Background: an optimization exercise with open tools, aiming at small area, a short achievable clock period and few clock cycles per item. Do not read the settings as production practice. Only simulation tests tie the RTL to the original design; equivalence was not proved. Power figures rest on the tool's default switching activity, not on a simulated workload.

==> design.v <==
`timescale 1ns / 1ps
module montgomery(
  input           clk,
  input           resetn,
  input           start,
  input  [380:0]  in_a,
  input  [380:0]  in_b,
  input  [380:0]  in_m,
  input           out_read,
  output [380:0]  result,
  output reg      done
);
  localparam W = 386;    
  reg  [383:0] S;        
  reg  [383:0] C;        
  reg          corr;     
  reg        m_it;       
  reg        m_rs;       
  reg        first;      
  reg        safe;       
  reg  [7:0] cnt;        
  reg        d_one, d_two, d_neg;        
  reg        q_one, q_two, q_neg;        
  reg        k_one, y_neg;               
  reg        n_hi, n_lo, cur_hi;         
  reg  [2:0]   b_lo;
  reg  [3:0]   m_lo;
  reg  [4:0]   m_hi;
  wire [W-1:0] Bx = {{(W-381){1'b0}}, in_b[380:3], b_lo};
  wire [W-1:0] Mx = {{(W-381){1'b0}}, in_m[380:4], m_lo};
  wire [1:0]   u     = S[383:382] + C[383:382];
  wire [W-1:0] S_ext = {{(W-383){u[1]}}, u[0], S[381:0]};
  wire [W-1:0] C_ext = {{(W-382){1'b0}}, C[381:0]};
  wire [W-1:0] S_in = m_it ? S_ext : m_rs ? {S_ext[W-3:0], 2'b00} : {W{1'b0}};
  wire [W-1:0] C_in = m_it ? C_ext : m_rs ? {C_ext[W-3:0], 2'b00} : {W{1'b0}};
  wire [W-1:0] Zoc = (({W{d_one}} & Bx) | ({W{d_two}} & {Bx[W-2:0], 1'b0})) ^ {W{d_neg}};
  wire [W-1:0] X;
  assign X[0]       = corr & m_it;
  assign X[1]       = Zoc[0];
  assign X[2]       = Zoc[1] | (corr & m_rs);
  assign X[W-1:3]   = Zoc[W-2:2];
  wire [W-1:0] Ysel = ({W{q_one}} & Mx) | ({W{q_two}} & {Mx[W-2:0], 1'b0})
                    | ({W{k_one}} & {Mx[W-3:0], 2'b00});
  wire [W-1:0] Y;
  assign Y[0]     = q_one;
  assign Y[1]     = Ysel[1] ^ q_neg;
  assign Y[2]     = (Ysel[2] & ~k_one) ^ q_neg | k_one;
  assign Y[W-1:3] = Ysel[W-1:3] ^ {(W-3){y_neg}};
  wire [W-1:0] sum1 = S_in ^ C_in ^ X;
  wire [W-1:0] cy1  = {(S_in[W-2:0] & C_in[W-2:0]) | (S_in[W-2:0] & X[W-2:0]) | (C_in[W-2:0] & X[W-2:0]), d_neg};
  wire [W-1:0] P    = sum1 ^ cy1 ^ Y;
  wire [W-1:0] Q    = {(sum1[W-2:0] & cy1[W-2:0]) | (sum1[W-2:0] & Y[W-2:0]) | (cy1[W-2:0] & Y[W-2:0]), d_neg};
  wire [383:0] S_next = P[W-1:2];
  wire [383:0] C_next = Q[W-1:2];
  wire         corr_next = P[1] | P[0];
  wire         cz     = ~|C[381:0];
  wire         sgn    = u[1];
  wire last = (cnt == 8'd192);
  wire go   = ~m_it & ~m_rs & start;
  function [2:0] booth(input hi, input lo, input pr);
    begin
      booth[0] = lo ^ pr;                            
      booth[1] = (hi & ~lo & ~pr) | (~hi & lo & pr);  
      booth[2] = hi & ~(lo & pr);                     
    end
  endfunction
  wire [2:0] nd = m_it ? booth(n_hi, n_lo, cur_hi) : booth(in_a[1], in_a[0], 1'b0);
  wire [511:0] ax = {131'b0, in_a};
  wire [7:0]   cnt_next = go ? 8'd2 : cnt + 8'd1;
  wire [3:0]   o_next   = m_it ? cnt[3:0] + 4'd1 : 4'd2;
  reg  [11:0]  g_hi, g_lo;
  integer gi;
  always @(posedge clk) begin
    for (gi = 0; gi < 12; gi = gi + 1) begin
      g_hi[gi] <= ax[{gi[3:0], o_next, 1'b1}];
      g_lo[gi] <= ax[{gi[3:0], o_next, 1'b0}];
    end
  end
  wire a_hi = g_hi[cnt[7:4]];
  wire a_lo = g_lo[cnt[7:4]];
  wire [1:0] t0;
  assign t0[0] = P[2] ^ Q[2] ^ corr_next;
  assign t0[1] = ((P[2] & Q[2]) | (P[2] & corr_next) | (Q[2] & corr_next))
               ^ P[3] ^ Q[3] ^ (nd[0] & b_lo[0]);
  wire [1:0] qq = m_it ? {t0[1] ^ (t0[0] & ~m_lo[1]), t0[0]}
                       : {in_a[0] & in_b[0], 1'b0};
  wire [8:0] vh   = {1'b0, ~S_ext[383], S_ext[382:376]} + {3'd0, C[381:376]} + 9'd1;
  wire conf   = m_hi[4];
  wire est_hi = conf & (vh >= {4'd4, m_hi});             
  wire est_lo = conf & (vh <= 9'd127);                     
  wire to_it = go | (m_it & ~last);
  always @(posedge clk) begin
    S    <= S_next;
    C    <= C_next;
    corr <= corr_next;
    n_hi   <= m_it ? a_hi : in_a[3];
    n_lo   <= m_it ? a_lo : in_a[2];
    cur_hi <= m_it ? n_hi : in_a[1];
    if (~m_it & ~m_rs) begin
      b_lo <= in_b[2:0];
      m_lo <= in_m[3:0];
      m_hi <= in_m[380:376];
    end
  end
  always @(posedge clk or negedge resetn) begin
    if (!resetn) begin
      m_it <= 1'b0; m_rs <= 1'b0; first <= 1'b0; safe <= 1'b0; done <= 1'b0;
      cnt <= 8'd0;
      d_one <= 1'b0; d_two <= 1'b0; d_neg <= 1'b0;
      q_one <= 1'b0; q_two <= 1'b0; q_neg <= 1'b0;
      k_one <= 1'b0; y_neg <= 1'b0;
    end else begin
      d_one <= to_it & nd[0];
      d_two <= to_it & nd[1];
      d_neg <= to_it & nd[2];
      q_one <= to_it & qq[0];
      q_two <= to_it & (qq == 2'd2);
      q_neg <= to_it & (qq == 2'd3);
      cnt   <= cnt_next;
      k_one <= 1'b0;
      y_neg <= to_it & (qq == 2'd3);
      if (go) begin
        m_it <= 1'b1;
      end else if (m_it) begin
        if (last) begin
          m_it  <= 1'b0;
          m_rs  <= 1'b1;
          first <= 1'b1;
        end
      end else if (m_rs & ~done) begin
        if (first) begin
          first <= 1'b0;
          safe  <= conf;
          k_one <= est_hi | est_lo;
          y_neg <= est_hi;
        end else if (cz & ~k_one) begin
          if (sgn) begin
            k_one <= 1'b1;
            safe  <= 1'b1;
          end else if (safe) begin
            done  <= 1'b1;
          end else begin
            k_one <= 1'b1;
            y_neg <= 1'b1;
            safe  <= 1'b1;
          end
        end
      end else if (done & out_read) begin
        done <= 1'b0;
        m_rs <= 1'b0;
      end
    end
  end
  assign result = S[380:0];
endmodule
==> flow/run.sh <==
#!/bin/bash
# Standard ORFS layout (the standard.sh), with these changes:
#  - the port buffers are buf_1 cells instead of buffer_ports' default pick;
set -euo pipefail
export BUFFER_PORTS_ARGS="-buffer_cell sky130_fd_sc_hd__buf_1"
export SETUP_SLACK_MARGIN=6.5
bash standard.sh cts > standard_flow.log 2>&1
export SETUP_SLACK_MARGIN=6.62
bash standard.sh finish > standard_flow_finish.log 2>&1
==> standard.sh <==
#!/bin/bash
# synth_recipe.tcl (not shown) runs the flow's synth.tcl, then flattens the netlist and writes it again
# the make line also repeats each setting of config.mk as NAME=value (left out here)
make -C /OpenROAD-flow-scripts/flow DESIGN_CONFIG=/design/flow/config.mk WORK_HOME=/design/flow/orfs CLKGATE_MAP_FILE= SYNTH_SCRIPT=/design/flow/synth_recipe.tcl "${@:-finish}"
==> config.mk <==
export PLATFORM = sky130hd
export DESIGN_NAME = montgomery
export DESIGN_NICKNAME = montgomery
export VERILOG_FILES = /design/flow/design.v
export SDC_FILE = /design/flow/constraint.sdc
export NUM_CORES = 8
export LEC_CHECK = 0
export CAP_MARGIN = 20
export CORE_MARGIN = 2
export CORE_UTILIZATION = 30
export CTS_CLUSTER_DIAMETER = 100
export CTS_CLUSTER_SIZE = 20
export SLEW_MARGIN = 20
==> constraint.sdc <==
create_clock -name core_clock -period 10.0 [get_ports {clk}]
set_input_delay 2.0000 -clock core_clock [delete_from_list [all_inputs] [get_ports {clk}]]
set_output_delay 2.0000 -clock core_clock [all_outputs]
set_load 0.01 [all_outputs]
==> results of run 1 <==
## stage by stage
stage,instances,cell area (um2)
floorplan,5690,62700
global placement,9145,67500
detailed placement,9145,67500
CTS,9238,69900
global route,9349,71500
finish,9381,71600
## cell families after synthesis
family / synth area share [%]
adder cells (fa/ha/maj): 24.9
multiplexers: 1.01
AND/OR/NAND/NOR: 4.31
AO/OA/AOI/OAI: 23.7
flip-flops: 26.8
XOR/XNOR: 11.0
buffers and inverters: 8.25
## registers in the layout (all words and copies together) (netlist names), 3 cells and up
name / cells
C: 384
g_hi: 12
m_lo: 4
b_lo: 3
S: 384
g_lo: 12
cnt: 8
m_hi: 5
## critical path: cells and delay by family (launching register included)
| family | cells | cell delay, ps |
|---|---|---|
| AO/OA/AOI/OAI | 1 | 280 |
| adder cells (fa/ha/maj) | 2 | 910 |
| buffers and inverters | 2 | 780 |
| AND/OR/NAND/NOR | 1 | 240 |
| flip-flops | 1 | 570 |
## layer usage
layer / vias up / track usage, %
met2: 3735 / 47.7
met3: 844 / 9.73
met1: 28800 / 36.6
li1: 22600 / -
met5: - / 0
met4: 88 / 23.3
## cell type report
| type | count | area [um2] |
|---|---|---|
| inverters | 22 | 82.6 |
| repair buffers | 1641 | 8120 |
| multi-input cells | 3919 | 41000 |
| well taps | 2788 | 3490 |
| clock inverters | 12 | 171 |
| flip-flops and latches | 829 | 17100 |
| diodes | 111 | 278 |
| fillers | 21300 | 136000 |
| clock buffers | 59 | 1360 |
## power groups by stage
stage	registers [mW]	logic [mW]	clock network [mW]
final	8.41	25.4	2.39
after global routing	8.51	28.3	2.53
after CTS	8.29	24.7	2.42
after detailed placement	8.47	23.8	0
after global placement	8.46	22.8	0
after floorplan	6.84	18.1	0
## cell usage in the layout, fill, tap and decap left out, types with 34 or more instances in the layout
master and count:
a211oi_1 49, a222oi_1 378, a22o_1 750, a22oi_1 387
a311oi_1 52, a31oi_1 34, and2_1 50, buf_1 1244
buf_4 96, buf_6 37, clkbuf_16 59, clkbuf_2 141
clkbuf_4 45, dfxtp_1 629, dfxtp_2 146, diode_2 111
fa_1 768, mux2i_1 42, nand2_1 265, nand3_1 47
nor4_1 92, xnor2_1 772
## worst max path at each step
stage	start	end	slack [ps]	depth (start not counted)
6_report	m_it	S[165]	6570	6
5_1_grt	done	done	6510	1
4_1_cts	done	done	6470	1
3_5_place_dp	m_it	S[184]	5270	7
3_3_place_gp	m_it	S[333]	5400	7
2_1_floorplan	m_it	y_neg	6560	15
## synth_stat cells (2+ instances only)
cell type and number:
o21ai_0 19, nand4_1 26, and2_1 50, clkbuf_1 350, mux4_2 9, nor2b_1 10
buf_1 40, o22ai_1 2, a31oi_1 34, a311oi_1 61, buf_4 383, nand3_1 47
mux2i_1 42, fa_1 769, xnor2_1 773, a21oi_1 34, nand2_1 266, and3_1 4
o21a_1 5, nor3_1 3, a211oi_1 51, dfrtp_1 21, o31a_1 3, ha_1 17
a22o_1 750, edfxtp_1 12, nor2_1 30, or2_2 2, nor4_2 2, buf_2 146
dfxtp_1 796, nand2b_1 5, xor2_1 9, a22oi_1 388, a222oi_1 378, o21ai_1 6
o2111ai_1 2, a32oi_1 3, inv_1 20, nor4_1 100
## timing repair
| item | 4_1_cts | 5_1_grt |
|---|---|---|
| pin swaps | 0 | 15 |
| resized for setup | 221 | 580 |
| endpoints found under the setup margin | 839 | 744 |
| gates cloned | 3 | 6 |
| hold endpoints to repair | 0 | 0 |
| buffers inserted | 19 | 26 |
==> impl_metrics.tcl, run 1 <==
set metrics [dict create \
    first_iter_violations 7734 \
    async_reset_ff_share_pct 2.53 \
    setup_tns_ps 0 \
    power_density_nw_per_um2 506 \
    rsz0062_at_grt "yes" \
    wl_met2_um 154000 \
    fmax_ghz 0.292 \
    io_buffers 1528 \
    ff2ff_setup_slack_ps 6570 \
    cp_cell_sequence "nor2b_4 -> buf_12 -> buf_16 -> a22o_1 -> fa_1 -> fa_1" \
    setup_ws_ps 6570 \
    routed_wl_um 348000 \
    critPathMaxStageDelay_ps 570 \
    hold_buffers 0 \
    grt-ovfl-total 0 \
    synth_cell_type_count 62 \
    yosysTopAreaCellShare_pct 25.4 \
    drtAntennaViolNets 0 \
    final-setup-viol-count 0 \
    p_sw_mw 18.4 \
    cts_tree "yes" \
    die_y_um 461 \
    final_max_slew_viol_count 0 \
    grt_pass1_vias 55500 \
    min_from "n_hi" \
    status "finished clean" \
    cts_made_buffers 52 \
    start_kind "flop" \
    tightest_slew_ps 1250 \
    antenna_found_initial 187 \
    final.min_clock_period_ps 3430 \
    worst-path-max-fanout 204 \
    drt_pre_antenna_iters 15 \
    grt_max_degree 205 \
    initial_core_util_pct 30.2 \
    critPathMostFrequentCell "fa_1" \
    rr_worst_depth 6 \
    hp-class "flop to flop" \
    p_int_mw 17.8 \
    synth_edf_count 12 \
    p_clk_share_pct 6.6 \
    io_pins 1529 \
    synth.cell_area_um2 62700 \
    place_ws_ps 5270 \
    cts.sinks 829 \
    area_delta_synth_final_pct 14.2 \
    fin_crit_sh_pct 34.3 \
    peakVddDrop_mv 0.409 \
    max_slew_margin_pct 15.7 \
    core.rowCount 167 \
    synth_area_leaders "dfxtp_1 25%, fa_1 25%, xnor2_1 11%" \
    drc 0 \
    seq_power_share_pct 23.2 \
    drive_above_1_share_pct 10.8 \
    crit_path_end_kind "flop" \
    core-area_um2 207000 \
    syn_inst 5690 \
    synth_nets 7623 \
    worstSkewPairLatency_ps 730 \
    grt_pass1_wl_um 460000 \
    hold_depth 2 \
    nets 8398 \
    yosysSeqAreaShare_pct 26.8 \
    wl_per_cell_um 37.1 \
    path_class "flop to flop" \
    num_vias 56200 \
    post-dp-hpwl_um 279000 \
    power.total_mw 36.2 \
    yosysTopAreaCell "dfxtp_1" \
    r2r-end "S[165]" \
    r2r-start "m_it" \
    cts_max_path_buffers 3 \
    clkTransAtPathRegs_ps 100 \
    top_layer "met5" \
    crit_required_ps 10590 \
    switching_share_pct 50.8 \
    ys_ff_latch 829 \
    syn_area_per_cell_um2 11.0 \
    cts_root_buffer "clkbuf_16" \
    min_to "cur_hi" \
    finalCoreUtilization_pct 34.5 \
    die_w_um 461 \
    skew_ps 52.4 \
    m1WireLength_um 125000 \
    worstPathArrival_ps 4010 \
    fp.dieArea_um2 213000 \
    gp_congestion 1.06 \
    p_leak_nw 25.2 \
    grt_use_total_pct 31.2 \
    htreeDepth 2 \
    viasPerCell 5.99 \
    wl_met3_um 37900 \
    hold_violations 0 \
    synth_flop_cell "dfxtp_1" \
    whs_ps 512 \
    ys.warnings.count 1 \
    combPwrFrac_pct 70.2 \
    cap_viol_max_count 0 \
    cp_slowest_cell "dfrtp_4" \
]
Testbench counts, summed over its fixed seeds: cycles 38,216, items 192.
==> run 2: changes to the inputs <==
==> flow/run.sh (replaced) <==
#!/bin/bash
set -euo pipefail
export BUFFER_PORTS_ARGS="-buffer_cell sky130_fd_sc_hd__buf_1"
export SETUP_SLACK_MARGIN=7.0
bash standard.sh finish > standard_flow.log 2>&1
--- a/config.mk
+++ b/config.mk
@@ -6,8 +6,6 @@
 export NUM_CORES = 8
 export LEC_CHECK = 0
-export CAP_MARGIN = 20
+export CAP_MARGIN = 40
 export CORE_MARGIN = 2
 export CORE_UTILIZATION = 30
-export CTS_CLUSTER_DIAMETER = 100
-export CTS_CLUSTER_SIZE = 20
-export SLEW_MARGIN = 20
+export SLEW_MARGIN = 40
==> run 2 against run 1 <==
  * Still clean on timing, DRC and antenna
  * Flip-flop and latch count did not move
  * First-iteration DRC count is 24% higher
  * Synthesized cell count unchanged
  * Fmax up 2.0%
  * Die area is the same
  * Routed wire length increased by 8.0%
  * Worst setup slack improved by 68 ps
  * Register-to-register slack improved by 330 ps
  * Critical path depth decreased by 5
  * Critical path type is now flop to output port
==> impl_metrics.tcl, run 2 <==
set metrics [dict create \
    io_pins 1529 \
    start_kind "flop" \
    hp-class "flop to flop" \
    final_cell_mix "1116 x buf_1, 750 x a22o_1, 746 x xnor2_1, 701 x fa_1, 436 x buf_4" \
    cts.sinks 829 \
    largestRegisters "C x384, S x384" \
    gp_congestion 1.03 \
    cts_root_buffer "clkbuf_16" \
    tightest_slew_ps 967 \
    cts_max_path_buffers 3 \
    final-setup-viol-count 0 \
    path_class "flop to output port" \
    core-area_um2 207000 \
    multi_input_area_um2 42000 \
    first_iter_violations 9628 \
    fin_crit_sh_pct 33.6 \
    wl_per_cell_um 37.8 \
    max_slew_margin_pct 35.4 \
    p_leak_nw 29.8 \
    skew_ps 67.3 \
    crit_family "flip-flops" \
    use_met1_pct 37.4 \
    cts_tree "yes" \
    fp.dieArea_um2 213000 \
    final.min_clock_period_ps 3360 \
    dp.cells 9153 \
    cp_cell_sequence "buf_6" \
    crit_buf_inv 1 \
    io_buffers 1528 \
    grt_pass1_wl_um 491000 \
    die_w_um 461 \
    ff_latch_area_um2 17800 \
    cp_slowest_cell "dfxtp_4" \
    worst-path-max-fanout 2 \
    post-dp-hpwl_um 283000 \
    cap_viol_max_count 0 \
    finalCoreUtilization_pct 39.3 \
    setup_ws_ps 6640 \
    synth.cell_area_um2 62700 \
    grt_use_met3_pct 11.2 \
    worstSkewPairLatency_ps 800 \
    yosysTopAreaCellShare_pct 25.4 \
    area_delta_synth_final_pct 30.2 \
    clkTransAtPathRegs_ps 60 \
    hold_buffers 0 \
    hold_violations 0 \
    htreeDepth 3 \
    syn_area_per_cell_um2 11.0 \
    initial_core_util_pct 30.2 \
    final_cell_count_no_fill 9950 \
    crit_required_ps 8000 \
    drtAntennaViolNets 0 \
    synth_top_family_by_area "adder cells" \
    status "finished clean" \
    synth_cell_type_count 62 \
    synthXorXnorAreaFrac_pct 11.0 \
    ys_ff_latch 829 \
    grt_use_met2_pct 50.7 \
    final_common_cell "buf_1" \
    yosysMostFrequentCell "dfxtp_1" \
    synth_simple_gate_area_share_pct 4.31 \
    fill_cells 20400 \
    synth_edf_count 12 \
    peakVddDrop_mv 0.269 \
    die_y_um 461 \
    num_vias 59800 \
    power_density_nw_per_um2 513 \
    grt_max_degree 184 \
    synth_flop_cell "dfxtp_1" \
    muxShareOfSynthArea_pct 1.01 \
    cts_made_buffers 104 \
    fmax_ghz 0.298 \
    design_area_um2 81600 \
    synth_area_leaders "dfxtp_1 25%, fa_1 25%, xnor2_1 11%" \
    drive_above_1_share_pct 25.4 \
    synth_nets 7623 \
    dpl_cell_area_um2 68300 \
    grt-ovfl-total 0 \
    ys.warnings.count 1 \
    grt_use_total_pct 33.4 \
    whs_ps 490 \
    critPathMaxStageDelay_ps 410 \
    busiest_layer "met2" \
    worstPathArrival_ps 1360 \
    syn_inst 5690 \
    grt_pass1_vias 58800 \
    async_reset_ff_share_pct 2.53 \
    routed_wl_um 376000 \
    synth_compound_area_share_pct 23.7 \
    power.total_mw 41.8 \
    rsz0062_at_grt "yes" \
    yosysTopAreaCell "dfxtp_1" \
    place_ws_ps 5470 \
    antenna_found_initial 168 \
    yosysSeqAreaShare_pct 26.8 \
    final_max_slew_viol_count 0 \
    core.rowCount 167 \
    crit_path_end_kind "output port" \
    viasPerCell 6.01 \
    synth-adder-area-share_pct 24.9 \
    drc 0 \
    nets 8878 \
    synth_common_cells "796 x dfxtp_1, 773 x xnor2_1, 769 x fa_1" \
    drt_pre_antenna_iters 15 \
    setup_tns_ps 0 \
]
run 2: worst paths after layout:
check / cells after the start / startpoint / end / slack (ps)
setup reg to reg: 8 / C[248] / y_neg / 6900
hold / removal: 2 / n_hi / cur_hi / 490
min in group asynchronous: 1 / resetn / q_neg / 1210
max in group asynchronous: 1 / resetn / cnt[0] / 8360
hold reg to reg: 2 / n_hi / cur_hi / 490
setup / recovery: 1 / S[254] / result[254] / 6640
run 2: tightest hold or removal path, cell delays in order, from the launching register on:
cell and delay, ps:
dfxtp_1 310, nand2_1 60, nand2_1 60
run 2: power breakdown:
| group | internal (mW) | switching (mW) | leakage, nW |
|---|---|---|---|
| clock | 2.23 | 1.73 | 1.72 |
| combinational | 13.4 | 15.9 | 21.0 |
| sequential | 6.20 | 2.39 | 7.13 |
| total | 21.8 | 20.0 | 29.8 |
run 2: layer usage:
layer	up-vias	part of all wire (%)	routed length (um)
met5	-	0.14	533
met4	78	11	39600
met3	1085	12	46700
met2	4552	44	164000
met1	30400	33	125000
li1	23800	-	-
run 2: area by class of cell:
cell class | count | area share [%]
clock buffers | 154 | 3.75
repair buffers | 2067 | 17.6
inverters | 22 | 0.110
well taps | 2788 | 4.27
clock inverters | 39 | 0.511
diodes | 130 | 0.399
flip-flops and latches | 829 | 21.9
multi-input cells | 3921 | 51.5
run 2: cell families after synthesis:
logic type,after synthesis
AND/OR/NAND/NOR,554
buffers and inverters,943
adder cells (fa/ha/maj),786
multiplexers,52
AO/OA/AOI/OAI,1742
flip-flops,829
XOR/XNOR,784
run 2: what timing repair did:
action,4_1_cts,5_1_grt
pin swaps,18,34
buffers inserted,422,19
gates cloned,18,14
gates resized for setup,1784,118
endpoints found under the setup margin,1146,861
==> run 3: changes to the inputs <==
--- a/config.mk
+++ b/config.mk
@@ -8,4 +8,4 @@
 export CAP_MARGIN = 40
 export CORE_MARGIN = 2
-export CORE_UTILIZATION = 30
+export CORE_UTILIZATION = 50
 export SLEW_MARGIN = 40
==> run 3 against run 2 <==
  * The flow now stops in I/O pin placement (3_2_place_iop)
  * Synthesized area is the same
  * Synthesized cell count is the same
==> impl_metrics.tcl, run 3 <==
set metrics [dict create \
    synth_nets 7623 \
    async_reset_ff_share_pct 2.53 \
    synth.cell_area_um2 62700 \
    yosysSeqAreaShare_pct 26.8 \
    synth_cell_type_count 62 \
    synth_area_leaders "dfxtp_1 25%, fa_1 25%, xnor2_1 11%" \
    ys.warnings.count 1 \
    yosysTopAreaCellShare_pct 25.4 \
    die_y_um 358 \
    die_w_um 358 \
    core.rowCount 129 \
    status "did not finish" \
    ys_ff_latch 829 \
    synth_edf_count 12 \
    syn_area_per_cell_um2 11.0 \
    synth_flop_cell "dfxtp_1" \
    yosysTopAreaCell "dfxtp_1" \
    synth_common_cells "796 x dfxtp_1, 773 x xnor2_1, 769 x fa_1" \
    syn_inst 5690 \
    error_message "[ERROR PPL-0024] Number of IO pins (1529) exceeds maximum number of available positions (1292). Increase the die perimeter from 1432.34um to 2079.44um." \
    stop_stage "I/O pin placement (3_2_place_iop)" \
    initial_core_util_pct 50.5 \
    yosysMostFrequentCell "dfxtp_1" \
]
-- run 3: kinds of logic after synthesis --
logic type,count (synthesis),share of synthesized area [%]
flip-flops,829,26.8
multiplexers,52,1.01
XOR/XNOR,784,11.0
adder cells (fa/ha/maj),786,24.9
buffers and inverters,943,8.25
AND/OR/NAND/NOR,554,4.31
AO/OA/AOI/OAI,1742,23.7
==> run 4: changes to the inputs <==
--- a/config.mk
+++ b/config.mk
@@ -8,4 +8,6 @@
 export CAP_MARGIN = 40
 export CORE_MARGIN = 2
-export CORE_UTILIZATION = 50
+export CORE_UTILIZATION = 30
+export CTS_CLUSTER_DIAMETER = 60
+export CTS_CLUSTER_SIZE = 30
 export SLEW_MARGIN = 40
==> run 4 against run 3 <==
  * Synthesized cell count is the same
  * Now clean on timing, DRC and antenna
  * Synthesized area is the same
==> impl_metrics.tcl, run 4 <==
set metrics [dict create \
    final_max_slew_viol_count 0 \
    path_class "flop to output port" \
    yosysMostFrequentCell "dfxtp_1" \
    die_w_um 461 \
    start_kind "flop" \
    num_vias 60000 \
    core.rowCount 167 \
    clkTransAtPathRegs_ps 70 \
    drive_above_1_share_pct 25.6 \
    place_ws_ps 5470 \
    synth-adder-area-share_pct 24.9 \
    synth_flop_cell "dfxtp_1" \
    synth_cell_type_count 62 \
    whs_ps 482 \
    setup_tns_ps 0 \
    grt_max_degree 184 \
    crit_path_end_kind "output port" \
    fmax_ghz 0.297 \
    grt_pass1_wl_um 495000 \
    skew_ps 67.6 \
    viasPerCell 6.02 \
    max_slew_margin_pct 37.3 \
    rsz0062_at_grt "yes" \
    fp.dieArea_um2 213000 \
    ys_ff_latch 829 \
    ys.warnings.count 1 \
    gp_congestion 1.03 \
    synth_top_family_by_area "adder cells" \
    crit_buf_inv 1 \
    synthXorXnorAreaFrac_pct 11.0 \
    die_y_um 461 \
    hp-class "flop to flop" \
    fin_crit_sh_pct 33.6 \
    use_met1_pct 37.4 \
    yosysSeqAreaShare_pct 26.8 \
    antenna_found_initial 169 \
    final-setup-viol-count 0 \
    synth_nets 7623 \
    initial_core_util_pct 30.2 \
    grt-ovfl-total 0 \
    syn_area_per_cell_um2 11.0 \
    fill_cells 20300 \
    hold_buffers 0 \
    htreeDepth 3 \
    worst-path-max-fanout 3 \
    wl_per_cell_um 37.8 \
    yosysTopAreaCellShare_pct 25.4 \
    tightest_slew_ps 940 \
    io_buffers 1528 \
    cap_viol_max_count 0 \
    grt_use_met3_pct 12.4 \
    cp_cell_sequence "buf_6" \
    p_leak_nw 29.9 \
    synth_compound_area_share_pct 23.7 \
    cts.sinks 829 \
    worstSkewPairLatency_ps 800 \
    synth_simple_gate_area_share_pct 4.31 \
    muxShareOfSynthArea_pct 1.01 \
    status "finished clean" \
    drt_pre_antenna_iters 14 \
    area_delta_synth_final_pct 30.5 \
    cts_tree "yes" \
    syn_inst 5690 \
    dpl_cell_area_um2 68300 \
    hold_violations 0 \
    worstPathArrival_ps 1360 \
    crit_required_ps 8000 \
    post-dp-hpwl_um 283000 \
    async_reset_ff_share_pct 2.53 \
    final_common_cell "buf_1" \
    synth_area_leaders "dfxtp_1 25%, fa_1 25%, xnor2_1 11%" \
    design_area_um2 81800 \
    drc 0 \
    grt_use_met2_pct 50.3 \
    synth_edf_count 12 \
    drtAntennaViolNets 0 \
    setup_ws_ps 6640 \
    first_iter_violations 9786 \
    final.min_clock_period_ps 3360 \
    grt_use_total_pct 33.7 \
    cp_slowest_cell "dfxtp_4" \
    synth_common_cells "796 x dfxtp_1, 773 x xnor2_1, 769 x fa_1" \
    power_density_nw_per_um2 512 \
    io_pins 1529 \
    busiest_layer "met2" \
    cts_made_buffers 101 \
    synth.cell_area_um2 62700 \
    critPathMaxStageDelay_ps 430 \
    cts_root_buffer "clkbuf_16" \
    final_cell_mix "1120 x buf_1, 750 x a22o_1, 747 x xnor2_1, 702 x fa_1, 429 x buf_4" \
    cts_max_path_buffers 3 \
    core-area_um2 207000 \
    crit_family "flip-flops" \
    grt_pass1_vias 58800 \
    nets 8879 \
    routed_wl_um 376000 \
    dp.cells 9153 \
    yosysTopAreaCell "dfxtp_1" \
    largestRegisters "C x384, S x384" \
    peakVddDrop_mv 0.256 \
    final_cell_count_no_fill 9968 \
]
## run 4: worst paths after layout
kind / slack, ps / depth (start not counted) / endpoint / from
setup / recovery: 6640 / 1 / result[253] / S[253]
hold / removal: 480 / 2 / cur_hi / n_hi
setup reg to reg: 6900 / 9 / y_neg / C[256]
hold reg to reg: 480 / 2 / cur_hi / n_hi
max in group asynchronous: 8310 / 1 / y_neg / resetn
min in group asynchronous: 1220 / 1 / q_two / resetn
## run 4: cell families after synthesis
group | count (synthesis)
AO/OA/AOI/OAI | 1742
flip-flops | 829
multiplexers | 52
XOR/XNOR | 784
AND/OR/NAND/NOR | 554
buffers and inverters | 943
adder cells (fa/ha/maj) | 786
## run 4: stage by stage
step           util, %  power, mW
2_1_floorplan        -       25.2
3_3_place_gp      32.8       31.5
3_5_place_dp      32.9       32.7
4_1_cts           38.8       41.2
5_1_grt           39.4       45.0
6_report          39.4       41.9
## run 4: layer usage
layer  up-vias  wire length, um
met4        68            40500
met2      4660           163000
met3      1149            47700
met5         -              396
li1      23800                -
met1     30400           125000
## run 4: cell type report
class | instances | area (um2) | share of cell area (%)
multi-input combinational | 3922 | 42000 | 51.3
sequential | 829 | 17800 | 21.8
timing repair buffer | 2070 | 14500 | 17.7
tap | 2788 | 3490 | 4.26
clock buffer | 117 | 2710 | 3.31
clock inverter | 74 | 828 | 1.01
antenna | 146 | 365 | 0.446
inverter | 22 | 97.6 | 0.119
## run 4: timing repair
action / in CTS / in global routing
pin swaps: 31 / 23
resized for setup: 1800 / 100
setup endpoints to repair: 1147 / 788
setup buffers: 423 / 15
gates cloned: 25 / 13
## run 4: power by group
part	total (mW)	internal, mW	switching, mW	leakage [nW]
Sequential	8.60	6.20	2.40	7.13
Clock	4.03	2.18	1.86	1.73
Combinational	29.3	13.4	15.9	21.0
Total	41.9	21.8	20.2	29.9
==> run 5: changes to the inputs <==
==> flow/run.sh (replaced) <==
#!/bin/bash
set -euo pipefail
export BUFFER_PORTS_ARGS="-buffer_cell sky130_fd_sc_hd__buf_1"
export SETUP_SLACK_MARGIN=6.5
bash standard.sh finish > standard_flow.log 2>&1
--- a/config.mk
+++ b/config.mk
@@ -9,5 +9,3 @@
 export CORE_MARGIN = 2
 export CORE_UTILIZATION = 30
-export CTS_CLUSTER_DIAMETER = 60
-export CTS_CLUSTER_SIZE = 30
 export SLEW_MARGIN = 40
==> run 5 against run 4 <==
  * First-iteration DRC count is 18% lower
  * Sequential power is 2.7% lower
  * Clock skew is 23 ps lower
  * Synthesized area stayed put
  * Cell area is 11% lower
  * Critical endpoint is now k_one
  * Largest cell class unchanged
  * Highest routed layer unchanged
==> impl_metrics.tcl, run 5 <==
set metrics [dict create \
    status "finished clean" \
    tightest_slew_ps 1010 \
    switching_share_pct 49.6 \
    fin_crit_sh_pct 35.4 \
    hp-class "flop to flop" \
    grt_max_degree 168 \
    cts_root_buffer "clkbuf_16" \
    final_cell_count_no_fill 9475 \
    cp_cell_sequence "nor4_1 -> nand4_1 -> nor4_2 -> nand4_1 -> nor3_2 -> a21oi_1 -> a211oi_2" \
    setup_ws_ps 6460 \
    drive_above_1_share_pct 8.50 \
    synth_common_cells "796 x dfxtp_1, 773 x xnor2_1, 769 x fa_1" \
    clkTransAtPathRegs_ps 60 \
    yosysTopAreaCell "dfxtp_1" \
    power_density_nw_per_um2 514 \
    cts_max_path_buffers 3 \
    io_pins 1529 \
    fp.dieArea_um2 213000 \
    yosysSeqAreaShare_pct 26.8 \
    async_reset_ff_share_pct 2.53 \
    io_buffers 1528 \
    crit_path_end_kind "flop" \
    p_sw_mw 18.6 \
    worstSkewPairLatency_ps 790 \
    ys.warnings.count 1 \
    endpoint "k_one" \
    dpl_cell_area_um2 67900 \
    syn_area_per_cell_um2 11.0 \
    first_iter_violations 7999 \
    final-setup-viol-count 0 \
    cts_tree "yes" \
    yosysMostFrequentCell "dfxtp_1" \
    max_slew_margin_pct 31.9 \
    yosysTopAreaCellShare_pct 25.4 \
    post-dp-hpwl_um 281000 \
    grt-ovfl-total 0 \
    path_class "flop to flop" \
    p_clk_share_pct 10.7 \
    synth_edf_count 12 \
    p_int_mw 18.9 \
    nets 8434 \
    synth_flop_cell "dfxtp_1" \
    seq_power_share_pct 22.4 \
    num_vias 56300 \
    final_cell_mix "1337 x buf_1, 771 x xnor2_1, 769 x fa_1, 753 x dfxtp_1, 750 x a22o_1" \
    hold_violations 0 \
    die_y_um 461 \
    r2r-start "C[68]" \
    initial_core_util_pct 30.2 \
    grt_pass1_wl_um 460000 \
    grt_use_total_pct 31.1 \
    core.rowCount 167 \
    rr_worst_depth 7 \
    synth_nets 7623 \
    antenna_found_initial 192 \
    place_ws_ps 5220 \
    largestRegisters "C x384, S x384" \
    synth_cell_type_count 62 \
    p_leak_nw 25.7 \
    ff2ff_setup_slack_ps 6460 \
    synth.cell_area_um2 62700 \
    die_w_um 461 \
    cap_viol_max_count 0 \
    final_max_slew_viol_count 0 \
    start_kind "flop" \
    final.min_clock_period_ps 3540 \
    area_delta_synth_final_pct 16.3 \
    cp_slowest_cell "nor4_1" \
    grt_pass1_vias 55700 \
    syn_inst 5690 \
    combPwrFrac_pct 67.0 \
    setup_tns_ps 0 \
    critPathMaxStageDelay_ps 860 \
    rsz0062_at_grt "yes" \
    viasPerCell 5.94 \
    gp_congestion 1.06 \
    skew_ps 44.3 \
    htreeDepth 3 \
    cts_made_buffers 102 \
    critPathLaunch "C[68]" \
    drc 0 \
    peakVddDrop_mv 0.274 \
    synth_area_leaders "dfxtp_1 25%, fa_1 25%, xnor2_1 11%" \
    wl_per_cell_um 36.5 \
    crit_required_ps 10660 \
    core-area_um2 207000 \
    drtAntennaViolNets 0 \
    drt_pre_antenna_iters 12 \
    cts.sinks 829 \
    fmax_ghz 0.283 \
    final_common_cell "buf_1" \
    critPathMostFrequentCell "nand4_1" \
    ys_ff_latch 829 \
    r2r-end "k_one" \
    dp.cells 9155 \
    worst-path-max-fanout 3 \
    worstPathArrival_ps 4200 \
    routed_wl_um 346000 \
    power.total_mw 37.4 \
    design_area_um2 72900 \
]
-- run 5: cell types whose count changed in the layout (fill, tap and decap cells not counted), moves of 99 or more --
cell / change
buf_6: -348
dfxtp_2: -154
a22oi_1: +99
a22oi_2: -99
dfxtp_1: +343
buf_2: +142
dfxtp_4: -189
buf_4: -379
buf_1: +217
-- run 5: worst min-delay path by stage --
stage / from / end / slack [ps] / cells past startpoint
detailed placement: n_hi / cur_hi / 500 / 2
floorplan: n_hi / cur_hi / 440 / 2
finish: n_hi / cur_hi / 510 / 2
CTS: n_hi / cur_hi / 510 / 2
global route: n_hi / cur_hi / 530 / 2
global placement: n_hi / cur_hi / 470 / 2
-- run 5: timing repair --
action,in CTS,in global routing
resized for setup,313,38
buffers inserted,15,5
endpoints found under the setup margin,840,201
gates cloned,3,3
hold buffers,0,0
pin swaps,0,3
-- run 5: final cells by class --
class / count / area (um2)
fill: 21200 / 135000
multi-input combinational: 3919 / 40900
sequential: 829 / 16900
timing repair buffer: 1627 / 7680
tap: 2788 / 3490
clock buffer: 151 / 3030
clock inverter: 38 / 510
antenna: 101 / 253
inverter: 22 / 86.3
-- run 5: cell families (layout without fill, tap and decap cells) --
logic type / Yosys count / in the layout / share of synthesized area (%)
AND/OR/NAND/NOR: 554 / 555 / 4.31
multiplexers: 52 / 52 / 1.01
other: 0 / 101 / 0
AO/OA/AOI/OAI: 1742 / 1742 / 23.7
adder cells (fa/ha/maj): 786 / 786 / 24.9
flip-flops: 829 / 829 / 26.8
XOR/XNOR: 784 / 784 / 11.0
buffers and inverters: 943 / 1838 / 8.25
-- run 5: metal layers --
metal / vias up / track usage, % / share of wire [%]
li1: 22800 / - / -
met1: 28700 / 36.2 / 36
met2: 3812 / 47.0 / 44
met3: 874 / 10.4 / 11
met4: 76 / 24.5 / 9.0
met5: - / 0 / 0.15
-- run 5: worst max-delay path: cells and delay by family (launching register included) --
family	cells	cell delay, ps
AOI/OAI and AO/OA	2	280
and+or+nand+nor	5	2770
DFF	1	340
-- run 5: power groups by stage --
stage          registers [mW]  logic, mW  clock network [mW]
2_1_floorplan            6.84       18.1                   0
5_1_grt                  8.46       28.0                4.16
4_1_cts                  8.31       24.8                4.04
6_report                 8.37       25.1                3.99
3_5_place_dp             8.40       24.0                   0
3_3_place_gp             8.46       22.8                   0
-- run 5: per-stage QoR --
step	hold slack [ps]	utilization [%]
floorplan	445	-
global placement	471	32.5
detailed placement	495	32.7
CTS	507	34.8
global route	527	35.1
finish	509	35.1
==> run 6: changes to the inputs <==
--- a/config.mk
+++ b/config.mk
@@ -6,6 +6,6 @@
 export NUM_CORES = 8
 export LEC_CHECK = 0
-export CAP_MARGIN = 40
+export CAP_MARGIN = 20
 export CORE_MARGIN = 2
 export CORE_UTILIZATION = 30
-export SLEW_MARGIN = 40
+export SLEW_MARGIN = 20
==> run 6 against run 5 <==
  * Still clean on timing, DRC and antenna
  * Core utilization down 0.10 points
  * Via count up 0.45%
  * Clock power up 2%
  * Routed wire length up 0.69%
  * Combinational power about the same
  * Clock skew up 29 ps
  * Total power down 0.17%
  * Critical path depth down 2
  * Count of clock-buffer cells in the layout down 7
  * Synthesized cell count unchanged
  * Global-route usage up 0.35 points
  * Hold slack better by 2.0 ps
==> impl_metrics.tcl, run 6 <==
set metrics [dict create \
    hold_buffers 0 \
    synth_area_leaders "dfxtp_1 25%, fa_1 25%, xnor2_1 11%" \
    critPathLaunch "d_one" \
    r2r-end "S[155]" \
    fp.dieArea_um2 213000 \
    cap_viol_max_count 0 \
    io_pins 1529 \
    r2r-start "d_one" \
    worstSkewPairLatency_ps 800 \
    cts.sinks 829 \
    nets 8429 \
    final_cell_count_no_fill 9475 \
    synth_common_cells "796 x dfxtp_1, 773 x xnor2_1, 769 x fa_1" \
    yosysMostFrequentCell "dfxtp_1" \
    cts_made_buffers 103 \
    start_kind "flop" \
    grt_pass1_vias 56300 \
    ys_ff_latch 829 \
    synth_nets 7623 \
    fin_crit_sh_pct 34.9 \
    max_slew_margin_pct 19.2 \
    post-dp-hpwl_um 279000 \
    htreeDepth 3 \
    setup_tns_ps 0 \
    ff2ff_setup_slack_ps 6510 \
    status "finished clean" \
    worstPathArrival_ps 4100 \
    yosysTopAreaCellShare_pct 25.4 \
    hp-class "flop to flop" \
    grt-ovfl-total 0 \
    io_buffers 1528 \
    grt_use_total_pct 31.5 \
    num_vias 56500 \
    synth_flop_cell "dfxtp_1" \
    drc 0 \
    power_density_nw_per_um2 514 \
    grt_max_degree 168 \
    drt_pre_antenna_iters 15 \
    cts_max_path_buffers 3 \
    skew_ps 73.6 \
    cts_tree "yes" \
    p_leak_nw 25.6 \
    path_class "flop to flop" \
    clkTransAtPathRegs_ps 60 \
    final_common_cell "buf_1" \
    tightest_slew_ps 1200 \
    drive_above_1_share_pct 8.37 \
    peakVddDrop_mv 0.418 \
    crit_required_ps 10610 \
    area_delta_synth_final_pct 16.0 \
    worst-path-max-fanout 167 \
    finalCoreUtilization_pct 35.0 \
    synth_cell_type_count 62 \
    rr_worst_depth 5 \
    rsz0062_at_grt "no" \
    largestRegisters "C x384, S x384" \
    initial_core_util_pct 30.2 \
    drtAntennaViolNets 0 \
    viasPerCell 5.97 \
    final_max_slew_viol_count 0 \
    crit_path_end_kind "flop" \
    yosysSeqAreaShare_pct 26.8 \
    syn_area_per_cell_um2 11.0 \
    first_iter_violations 8134 \
    routed_wl_um 348000 \
    dp.cells 9145 \
    design_area_um2 72700 \
    die_w_um 461 \
    hold_violations 0 \
    synth_edf_count 12 \
    die_y_um 461 \
    final_cell_mix "1353 x buf_1, 772 x xnor2_1, 769 x fa_1, 751 x dfxtp_1, 750 x a22o_1" \
    wl_per_cell_um 36.7 \
    gp_congestion 1.06 \
    fmax_ghz 0.287 \
    yosysTopAreaCell "dfxtp_1" \
    cts_root_buffer "clkbuf_16" \
    final-setup-viol-count 0 \
    final.min_clock_period_ps 3490 \
    grt_pass1_wl_um 464000 \
    syn_inst 5690 \
    synth.cell_area_um2 62700 \
    core-area_um2 207000 \
    ys.warnings.count 1 \
    endpoint "S[155]" \
    dpl_cell_area_um2 67500 \
    async_reset_ff_share_pct 2.53 \
    core.rowCount 167 \
    antenna_found_initial 188 \
]
[run 6: repair_timing]
action,in CTS,in global routing
endpoints found under the setup margin,906,125
pin swaps,0,1
buffers inserted,23,6
gates cloned,4,1
gates resized for setup,322,33
[run 6: logic make-up after synthesis]
logic type / count (synthesis) / share of synthesized area [%]
fa+ha+maj: 786 / 24.9
buf+inv: 943 / 8.25
mux: 52 / 1.01
xor+xnor: 784 / 11.0
simple gates: 554 / 4.31
compound gates: 1742 / 23.7
flops: 829 / 26.8
[run 6: report_power, final]
group	switching [mW]	internal, mW	leakage, nW
logic	14.4	10.5	16.8
registers	2.51	5.87	7.06
clock network	1.70	2.35	1.79
[run 6: layout make-up]
type	count	area [um2]
timing repair buffer	1621	7410
multi-input combinational	3919	40900
clock buffer	144	3020
antenna	104	260
sequential	829	16900
tap	2788	3490
fill	21100	135000
clock inverter	48	606
inverter	22	82.6
[run 6: stage by stage]
step	setup WS [ps]	hold slack, ps	power (mW)
2_1_floorplan	6560	445	25.0
3_3_place_gp	5400	471	31.3
3_5_place_dp	5270	500	32.3
4_1_cts	6470	511	37.2
5_1_grt	6490	537	40.6
6_report	6510	511	37.4
[run 6: worst max-delay path, cell delays in order, from the launching register on]
cell	delay, ps
dfrtp_4	720
buf_12	520
a22oi_1	400
xnor2_1	270
fa_1	640
fa_1	410
[run 6: worst min-delay path by stage]
stage | from | endpoint | slack [ps] | cells after the start
after global placement | n_hi | cur_hi | 470 | 2
after floorplan | n_hi | cur_hi | 440 | 2
after CTS | n_hi | cur_hi | 510 | 2
after global routing | n_hi | cur_hi | 540 | 2
final | n_hi | cur_hi | 510 | 2
after detailed placement | n_hi | cur_hi | 500 | 2
[run 6: per-layer routing]
metal,wire length [um],GRT usage [%],up-vias
met1,124000,36.5,28900
met4,31400,24.7,76
met5,507,0,-
met2,153000,47.8,3878
li1,-,-,22800
met3,39100,10.3,906
==> run 7: changes to the inputs <==
==> flow/run.sh (replaced) <==
#!/bin/bash
set -euo pipefail
export BUFFER_PORTS_ARGS="-buffer_cell sky130_fd_sc_hd__buf_1"
export SETUP_SLACK_MARGIN=6.6
bash standard.sh finish > standard_flow.log 2>&1
--- a/config.mk
+++ b/config.mk
@@ -9,3 +9,5 @@
 export CORE_MARGIN = 2
 export CORE_UTILIZATION = 30
+export CTS_CLUSTER_DIAMETER = 100
+export CTS_CLUSTER_SIZE = 20
 export SLEW_MARGIN = 20
==> run 7 against run 6 <==
  * Flip-flop and latch count did not move
  * Count of clock-buffer cells in the layout fell by 84
  * Critical path depth rose by 2
  * Non-clock buffer count rose by 17
  * Global-route usage rose by 0.70 points
  * Sequential power rose by 1%
  * Total power fell by 2.3%
  * Clock power fell by 39%
  * Sequential share of layout area rose by 0.56 points
  * Still clean on timing, DRC and antenna
  * Via count rose by 0.40%
  * Synthesized area did not move
  * Largest power group unchanged
==> impl_metrics.tcl, run 7 <==
set metrics [dict create \
    status "finished clean" \
    io_pins 1529 \
    drive_above_1_share_pct 10.3 \
    yosysMostFrequentCell "dfxtp_1" \
    grt-ovfl-total 0 \
    viasPerCell 6.05 \
    htreeDepth 2 \
    antenna_found_initial 193 \
    yosysTopAreaCell "dfxtp_1" \
    ys.warnings.count 1 \
    crit_path_end_kind "flop" \
    start_kind "flop" \
    gp_congestion 1.07 \
    grt_use_met2_pct 48.7 \
    async_reset_ff_share_pct 2.53 \
    use_met1_pct 38.0 \
    busiest_layer "met2" \
    synth_compound_area_share_pct 23.7 \
    final_common_cell "buf_1" \
    synth_simple_gate_area_share_pct 4.31 \
    hp-class "flop to flop" \
    core.rowCount 167 \
    first_iter_violations 8802 \
    cts_tree "yes" \
    grt_use_total_pct 32.2 \
    grt_use_met3_pct 10.9 \
    worst-path-max-fanout 3 \
    core-area_um2 207000 \
    fill_cells 21300 \
    synth_area_leaders "dfxtp_1 25%, fa_1 25%, xnor2_1 11%" \
    synth-adder-area-share_pct 24.9 \
    yosysSeqAreaShare_pct 26.8 \
    fin_crit_sh_pct 34.1 \
    cts_made_buffers 54 \
    final_max_slew_viol_count 0 \
    synth_top_family_by_area "adder cells" \
    path_class "flop to flop" \
    grt_pass1_vias 55400 \
    post-dp-hpwl_um 283000 \
    drtAntennaViolNets 0 \
    power.total_mw 36.5 \
    syn_area_per_cell_um2 11.0 \
    clkTransAtPathRegs_ps 90 \
    fp.dieArea_um2 213000 \
    area_delta_synth_final_pct 14.5 \
    p_leak_nw 25.3 \
    drt_pre_antenna_iters 15 \
    io_buffers 1528 \
    largestRegisters "C x384, S x384" \
    drc 0 \
    muxShareOfSynthArea_pct 1.01 \
    synth_flop_cell "dfxtp_1" \
    synth_common_cells "796 x dfxtp_1, 773 x xnor2_1, 769 x fa_1" \
    grt_max_degree 173 \
    max_slew_margin_pct 22.0 \
    rsz0062_at_grt "yes" \
    crit_required_ps 10650 \
    final_cell_mix "1252 x buf_1, 771 x xnor2_1, 769 x fa_1, 750 x a22o_1, 657 x dfxtp_1" \
    worstSkewPairLatency_ps 740 \
    setup_tns_ps 0 \
    tightest_slew_ps 1160 \
    synth_nets 7623 \
    synth.cell_area_um2 62700 \
    final-setup-viol-count 0 \
    initial_core_util_pct 30.2 \
    die_y_um 461 \
    synthXorXnorAreaFrac_pct 11.0 \
    yosysTopAreaCellShare_pct 25.4 \
    cts_root_buffer "clkbuf_16" \
    hold_buffers 0 \
    cap_viol_max_count 0 \
    die_w_um 461 \
    ys_ff_latch 829 \
    power_density_nw_per_um2 509 \
    peakVddDrop_mv 0.359 \
    cts.sinks 829 \
    skew_ps 58.5 \
    synth_edf_count 12 \
    cts_max_path_buffers 3 \
    grt_pass1_wl_um 473000 \
    final.min_clock_period_ps 3410 \
    num_vias 56800 \
    place_ws_ps 5470 \
    syn_inst 5690 \
    worstPathArrival_ps 4060 \
    wl_per_cell_um 38.3 \
    hold_violations 0 \
    nets 8397 \
    synth_cell_type_count 62 \
    routed_wl_um 359000 \
    fmax_ghz 0.293 \
    setup_ws_ps 6590 \
]
[run 7: cell counts after synthesis]
Identical to the previous run, type by type.
[run 7: worst paths after layout]
check,startpoint,to,slack (ps),cells past startpoint
min in group asynchronous,resetn,k_one,1290,1
max,C[209],k_one,6590,7
max in group asynchronous,resetn,cnt[0],8140,1
max reg2reg,C[209],k_one,6590,7
min,n_hi,cur_hi,490,2
min reg2reg,n_hi,cur_hi,490,2
[run 7: metrics by stage]
| step | hold WS [ps] | util [%] | cell area [um2] | cells |
|---|---|---|---|---|
| final | 489 | 34.6 | 71700 | 9381 |
| after global routing | 516 | 34.5 | 71700 | 9351 |
| after CTS | 494 | 34.3 | 71100 | 9259 |
| after detailed placement | 498 | 32.6 | 67600 | 9145 |
| after global placement | 479 | 32.6 | 67500 | 9145 |
| after floorplan | 445 | - | 62700 | 5690 |
[run 7: report_power, final]
group          internal (mW)  switching (mW)
Combinational           10.9            14.7
Clock                   1.06            1.42
Sequential              5.93            2.54
Total                   17.9            18.6
[run 7: layout make-up]
cell class / instances / area (um2) / area share [%]
multi-input combinational: 3919 / 41000 / 57.1
sequential: 829 / 17100 / 23.8
timing repair buffer: 1638 / 8210 / 11.4
tap: 2788 / 3490 / 4.86
clock buffer: 60 / 1390 / 1.94
antenna: 108 / 270 / 0.377
clock inverter: 17 / 234 / 0.326
inverter: 22 / 83.8 / 0.117
[run 7: cell families after synthesis]
logic type      Yosys count
xor+xnor                784
buf+inv                 943
simple gates            554
compound gates         1742
fa+ha+maj               786
flops                   829
mux                      52
[run 7: timing repair]
action,4_1_cts,5_1_grt
pin swaps,2,5
endpoints found under the setup margin,1094,190
setup buffers,27,11
gates cloned,10,3
gates resized for setup,636,42
[run 7: routing by layer]
metal / part of all wire, % / vias up / wire length [um]
li1: - / 22700 / -
met1: 36 / 29100 / 128000
met2: 43 / 4054 / 156000
met3: 12 / 909 / 43400
met4: 8.6 / 68 / 31000
met5: 0.12 / - / 448
[run 7: critical path, cell delays in order, from the launching register on]
cell and delay [ps]:
dfxtp_1 350, nor4_1 990, nand4_1 490, nor4_2 590, nand4_1 230, nor3_2 340
a21oi_1 100, a211oi_2 250
==> run 8: changes to the inputs <==
==> flow/run.sh (replaced) <==
#!/bin/bash
set -euo pipefail
export BUFFER_PORTS_ARGS="-buffer_cell sky130_fd_sc_hd__buf_1"
export SETUP_SLACK_MARGIN=6.7
bash standard.sh finish > standard_flow.log 2>&1
==> run 8 against run 7 <==
  * Still clean
  * Via count is 0.33% higher
  * Synthesized cell count stayed put
  * Clock skew down 10 ps
  * Largest cell class unchanged
==> impl_metrics.tcl, run 8 <==
set metrics [dict create \
    status "finished clean" \
    io_buffers 1528 \
    cts_root_buffer "clkbuf_16" \
    fin_crit_sh_pct 33.5 \
    post-dp-hpwl_um 281000 \
    synth_area_leaders "dfxtp_1 25%, fa_1 25%, xnor2_1 11%" \
    dpl_cell_area_um2 67900 \
    ys.warnings.count 1 \
    cts_tree "yes" \
    hold_violations 0 \
    rr_worst_depth 5 \
    cts.sinks 829 \
    grt_use_total_pct 32.0 \
    initial_core_util_pct 30.2 \
    worst-path-max-fanout 95 \
    r2r-end "S[137]" \
    p_leak_nw 26.3 \
    design_area_um2 74400 \
    crit_path_end_kind "flop" \
    power_density_nw_per_um2 504 \
    worstSkewPairLatency_ps 720 \
    clkTransAtPathRegs_ps 90 \
    final-setup-viol-count 0 \
    htreeDepth 2 \
    drive_above_1_share_pct 17.7 \
    critPathLaunch "q_one" \
    syn_inst 5690 \
    largestRegisters "C x384, S x384" \
    synth_common_cells "796 x dfxtp_1, 773 x xnor2_1, 769 x fa_1" \
    fmax_ghz 0.299 \
    synth_nets 7623 \
    drc 0 \
    num_vias 57000 \
    worstPathArrival_ps 3940 \
    grt_max_degree 192 \
    hp-class "flop to flop" \
    async_reset_ff_share_pct 2.53 \
    hold_buffers 0 \
    r2r-start "q_one" \
    ff2ff_setup_slack_ps 6650 \
    first_iter_violations 8555 \
    grt_pass1_wl_um 470000 \
    routed_wl_um 354000 \
    viasPerCell 6.02 \
    crit_required_ps 10590 \
    ys_ff_latch 829 \
    cp_slowest_cell "dfrtp_4" \
    grt-ovfl-total 0 \
    cts_made_buffers 53 \
    cap_viol_max_count 0 \
    antenna_found_initial 157 \
    fp.dieArea_um2 213000 \
    final_max_slew_viol_count 0 \
    yosysTopAreaCellShare_pct 25.4 \
    yosysMostFrequentCell "dfxtp_1" \
    yosysTopAreaCell "dfxtp_1" \
    endpoint "S[137]" \
    grt_pass1_vias 55900 \
    critPathMostFrequentCell "buf_8" \
    final_common_cell "buf_1" \
    path_class "flop to flop" \
    wl_per_cell_um 37.5 \
    core-area_um2 207000 \
    area_delta_synth_final_pct 18.6 \
    synth.cell_area_um2 62700 \
    tightest_slew_ps 1330 \
    io_pins 1529 \
    die_w_um 461 \
    skew_ps 48.2 \
    syn_area_per_cell_um2 11.0 \
    gp_congestion 1.09 \
    rsz0062_at_grt "yes" \
    drt_pre_antenna_iters 14 \
    drtAntennaViolNets 0 \
    peakVddDrop_mv 0.258 \
    synth_edf_count 12 \
    nets 8476 \
    setup_tns_ps 0 \
    synth_cell_type_count 62 \
    yosysSeqAreaShare_pct 26.8 \
    final.min_clock_period_ps 3350 \
    cp_cell_sequence "buf_8 -> buf_8 -> a222oi_1 -> xnor2_1 -> fa_1" \
    max_slew_margin_pct 11.6 \
    cts_max_path_buffers 3 \
    critPathMaxStageDelay_ps 620 \
    final_cell_mix "1146 x buf_1, 770 x xnor2_1, 768 x fa_1, 750 x a22o_1, 420 x dfxtp_1" \
    core.rowCount 167 \
    die_y_um 461 \
    start_kind "flop" \
    synth_flop_cell "dfxtp_1" \
]
## run 8: layout make-up
cell class                      count  area [um2]
Inverter                           22        83.8
Antenna cell                      110         275
Sequential cell                   829       17700
Timing Repair Buffer             1719        9840
Multi-Input combinational cell   3918       41300
Fill cell                       21000      133000
Clock buffer                       59        1400
Clock inverter                     15         193
Tap cell                         2788        3490
## run 8: power by group
| group | leakage, nW | switching, mW | internal (mW) |
|---|---|---|---|
| Combinational | 18.4 | 14.8 | 11.6 |
| Clock | 0.783 | 1.38 | 1.05 |
| Sequential | 7.11 | 2.49 | 6.16 |
| Total | 26.3 | 18.7 | 18.8 |
## run 8: worst max-delay path, delay by kind of cell (launching register included)
kind	cells	cell delay, ps
AOI/OAI and AO/OA	1	240
xor gates and xnor gates	1	570
adders and majority gates	1	510
buffers and inverters	2	1000
DFF	1	620
## run 8: layer usage
layer  vias to the layer above  routed length (um)  global-route usage (%)
met3                       862               43100                    11.3
met4                        54               34300                    26.0
met5                         -                 377                       0
met2                      4058              155000                    48.5
li1                      22800                   -                       -
met1                     29100              121000                    36.2
## run 8: kinds of logic (layout without fill, tap and decap cells)
group	after synthesis	after routing	synth area share [%]
fa+ha+maj	786	786	24.9
simple gates	554	554	4.31
compound gates	1742	1742	23.7
xor+xnor	784	784	11.0
mux	52	52	1.01
buf+inv	943	1815	8.25
other cells	0	110	0
flops	829	829	26.8
## run 8: worst min-delay path by stage
stage               startpoint  endpoint  slack [ps]  cells past startpoint
global route              n_hi    cur_hi         540                      2
floorplan                 n_hi    cur_hi         440                      2
detailed placement        n_hi    cur_hi         470                      2
global placement          n_hi    cur_hi         470                      2
CTS                       n_hi    cur_hi         490                      2
finish                    n_hi    cur_hi         490                      2
## run 8: what timing repair did
action | CTS | global route
buffers inserted | 113 | 6
pin swaps | 5 | 5
endpoints found under the setup margin | 1148 | 440
cloned | 11 | 1
gates resized for setup | 1392 | 63
## run 8: stage by stage
step	total power, mW	instances	hold WS [ps]	worst slack, ps	util, %
global route	40.6	9433	539	6570	35.8
global placement	31.5	9145	472	5400	32.7
CTS	37.1	9343	487	6630	35.6
detailed placement	32.4	9145	472	5260	32.7
finish	37.5	9460	491	6650	35.8
floorplan	25.1	5690	445	6630	-
==> run 9: changes to the inputs <==
==> flow/run.sh (replaced) <==
#!/bin/bash
set -euo pipefail
export BUFFER_PORTS_ARGS="-buffer_cell sky130_fd_sc_hd__buf_1"
export SETUP_SLACK_MARGIN=6.3
bash standard.sh finish > standard_flow.log 2>&1
==> run 9 against run 8 <==
  * Total power shrank 5.8%
  * Sequential share of layout area grew 0.24 points
  * Worst setup slack lost 360 ps
  * Largest cell class unchanged
  * Routed wire length shrank 2.8%
  * Core utilization shrank 2.1 points
  * Cell count shrank 1.2%
  * Cell area shrank 5.9%
  * Critical path type unchanged
  * Still clean on timing, DRC and antenna
==> impl_metrics.tcl, run 9 <==
set metrics [dict create \
    synth-adder-area-share_pct 24.9 \
    nets 8366 \
    combPwrFrac_pct 69.6 \
    first_iter_violations 7786 \
    crit_required_ps 10590 \
    synth_edf_count 12 \
    hp-class "flop to flop" \
    fill_cells 21400 \
    post-dp-hpwl_um 279000 \
    io_pins 1529 \
    p_clk_share_pct 6.8 \
    synthXorXnorAreaFrac_pct 11.0 \
    yosysSeqAreaShare_pct 26.8 \
    power_density_nw_per_um2 504 \
    drt_pre_antenna_iters 14 \
    p_leak_nw 24.0 \
    yosysTopAreaCell "dfxtp_1" \
    worst-path-max-fanout 3 \
    setup_tns_ps 0 \
    grt_pass1_vias 55300 \
    area_delta_synth_final_pct 11.6 \
    final.min_clock_period_ps 3710 \
    syn_area_per_cell_um2 11.0 \
    synth_area_leaders "dfxtp_1 25%, fa_1 25%, xnor2_1 11%" \
    grt_pass1_wl_um 459000 \
    viasPerCell 5.97 \
    num_vias 55800 \
    use_met1_pct 36.3 \
    drtAntennaViolNets 0 \
    final_max_slew_viol_count 0 \
    grt_max_degree 205 \
    path_class "flop to flop" \
    grt_use_met3_pct 9.92 \
    grt-ovfl-total 0 \
    synth_cell_type_count 62 \
    syn_inst 5690 \
    seq_power_share_pct 23.7 \
    hold_violations 0 \
    worstSkewPairLatency_ps 720 \
    place_ws_ps 5270 \
    skew_ps 47.4 \
    synth_common_cells "796 x dfxtp_1, 773 x xnor2_1, 769 x fa_1" \
    synth_flop_cell "dfxtp_1" \
    core.rowCount 167 \
    fmax_ghz 0.269 \
    yosysMostFrequentCell "dfxtp_1" \
    multi_input_area_um2 40900 \
    muxShareOfSynthArea_pct 1.01 \
    synth_nets 7623 \
    max_slew_margin_pct 12.3 \
    final_common_cell "buf_1" \
    start_kind "flop" \
    ys_ff_latch 829 \
    drive_above_1_share_pct 3.44 \
    peakVddDrop_mv 0.414 \
    wl_per_cell_um 36.9 \
    fin_crit_sh_pct 37.1 \
    final_cell_mix "1511 x buf_1, 793 x dfxtp_1, 773 x xnor2_1, 769 x fa_1, 750 x a22o_1" \
    htreeDepth 2 \
    busiest_layer "met2" \
    final-setup-viol-count 0 \
    setup_ws_ps 6290 \
    grt_use_total_pct 31.0 \
    core-area_um2 207000 \
    io_buffers 1528 \
    cts_root_buffer "clkbuf_16" \
    synth_top_family_by_area "adder cells" \
    ff2ff_setup_slack_ps 6290 \
    die_y_um 461 \
    crit_path_end_kind "flop" \
    switching_share_pct 51.5 \
    initial_core_util_pct 30.2 \
    ys.warnings.count 1 \
    largestRegisters "C x384, S x384" \
    ff_latch_area_um2 16900 \
    hold_buffers 0 \
    p_int_mw 17.1 \
    clkTransAtPathRegs_ps 90 \
    p_sw_mw 18.2 \
    die_w_um 461 \
    async_reset_ff_share_pct 2.53 \
    drc 0 \
    rsz0062_at_grt "no" \
    grt_use_met2_pct 47.3 \
    cap_viol_max_count 0 \
    tightest_slew_ps 1320 \
    synth.cell_area_um2 62700 \
    cts_made_buffers 52 \
    worstPathArrival_ps 4310 \
    cts_max_path_buffers 3 \
    synth_compound_area_share_pct 23.7 \
    cts_tree "yes" \
    gp_congestion 1.06 \
    yosysTopAreaCellShare_pct 25.4 \
    synth_simple_gate_area_share_pct 4.31 \
    fp.dieArea_um2 213000 \
    status "finished clean" \
    cts.sinks 829 \
    antenna_found_initial 187 \
    routed_wl_um 345000 \
]
## run 9: cell counts after synthesis
Identical to the previous run, type by type.
## run 9: cell families (layout without fill, tap and decap cells)
group,count (synthesis),in the layout
flops,829,829
other cells,0,111
buf+inv,943,1702
simple gates,554,555
mux,52,52
xor+xnor,784,784
fa+ha+maj,786,786
compound gates,1742,1742
## run 9: metal layers
| metal | vias to the layer above | routed length (um) |
|---|---|---|
| li1 | 22600 | - |
| met1 | 28700 | 124000 |
| met2 | 3620 | 152000 |
| met3 | 850 | 37000 |
| met4 | 90 | 31000 |
| met5 | - | 595 |
## run 9: what timing repair did
item / 4_1_cts / 5_1_grt
setup buffers: 10 / 8
gates resized for setup: 64 / 14
endpoints found under the setup margin: 698 / 376
gates cloned: 4 / 0
## run 9: metrics by stage
stage | cells | utilization (%) | total power [mW] | hold WS [ps] | instance area [um2]
4_1_cts | 9230 | 33.5 | 35.2 | 514 | 69500
6_report | 9349 | 33.7 | 35.3 | 514 | 70000
5_1_grt | 9320 | 33.7 | 38.5 | 540 | 69900
2_1_floorplan | 5690 | - | 25.0 | 445 | 62700
3_3_place_gp | 9145 | 32.5 | 31.3 | 471 | 67500
3_5_place_dp | 9145 | 32.5 | 32.3 | 500 | 67500
## run 9: path summary, 6_finish.rpt
check                               to  depth (start not counted)    from
worst max-delay path              done                          7  C[248]
worst min-delay path            cur_hi                          2    n_hi
worst max register to register    done                          7  C[248]
worst min register to register  cur_hi                          2    n_hi
max in group asynchronous        d_neg                          1  resetn
min in group asynchronous        q_two                          1  resetn
## run 9: worst max-delay path, stage by stage (launching register included)
cell     delay (ps)
dfxtp_1         410
nor4_1          900
nand4_1         600
nor4_2          800
nand4_1         290
nor2_1          240
o21ai_0         100
a22o_1          230
## run 9: power groups by stage
stage                     Clock [mW]  Combinational [mW]  Sequential, mW
after floorplan                    0                18.1            6.84
after detailed placement           0                23.8            8.47
after global placement             0                22.8            8.46
after global routing            2.52                27.5            8.44
after CTS                       2.42                24.5            8.32
final                           2.39                24.6            8.35
## run 9: cell type report
cell class | count | area share [%]
antenna | 111 | 0.397
tap | 2788 | 4.99
timing repair buffer | 1609 | 9.83
clock inverter | 12 | 0.245
inverter | 22 | 0.118
multi-input combinational | 3919 | 58.4
sequential | 829 | 24.1
clock buffer | 59 | 1.94

==> what the ideal ports hide <==
The results above use ideal ports. As a check the final layouts listed here were re-extracted and re-timed, cells and wires unchanged. Step 1 (the two cells are an assumption about what drives the block):
set clk [get_ports {clk}]
set_driving_cell -lib_cell sky130_fd_sc_hd__clkbuf_16 $clk
set_driving_cell -lib_cell sky130_fd_sc_hd__buf_2 [delete_from_list [all_inputs] $clk]
Step 2 adds t to the input delays and takes it off the output delays; t is the mean of the earliest and latest rising clock arrival at the registers after step 1. Input paths then give back, and output paths get back, about the clock's delay inside the block. Slacks: ideal ports / drivers / drivers and shift; pairs: ideal ports / drivers.
| run | t, ns | setup slack, ns | slew at the worst register clock pin (ns) |
|---|---|---|---|
| run 1 | 0.802 | 6.573 / 6.479 / 5.956 | 0.10 / 0.10 |
| run 2 | 0.861 | 6.641 / 6.544 / 6.061 | 0.07 / 0.07 |
| run 4 | 0.859 | 6.636 / 6.539 / 6.100 | 0.08 / 0.08 |
| run 5 | 0.855 | 6.463 / 6.420 / 5.919 | 0.07 / 0.07 |
| run 6 | 0.858 | 6.512 / 6.432 / 5.832 | 0.07 / 0.07 |
| run 7 | 0.819 | 6.590 / 6.511 / 5.746 | 0.10 / 0.10 |
| run 8 | 0.794 | 6.651 / 6.612 / 5.947 | 0.10 / 0.10 |
| run 9 | 0.800 | 6.289 / 6.192 / 5.898 | 0.10 / 0.10 |
After both steps setup and hold are still met in every run listed. For run 7, which loses most, drivers alone change the setup slack by -0.079 ns; drivers and shift together by -0.844 ns.
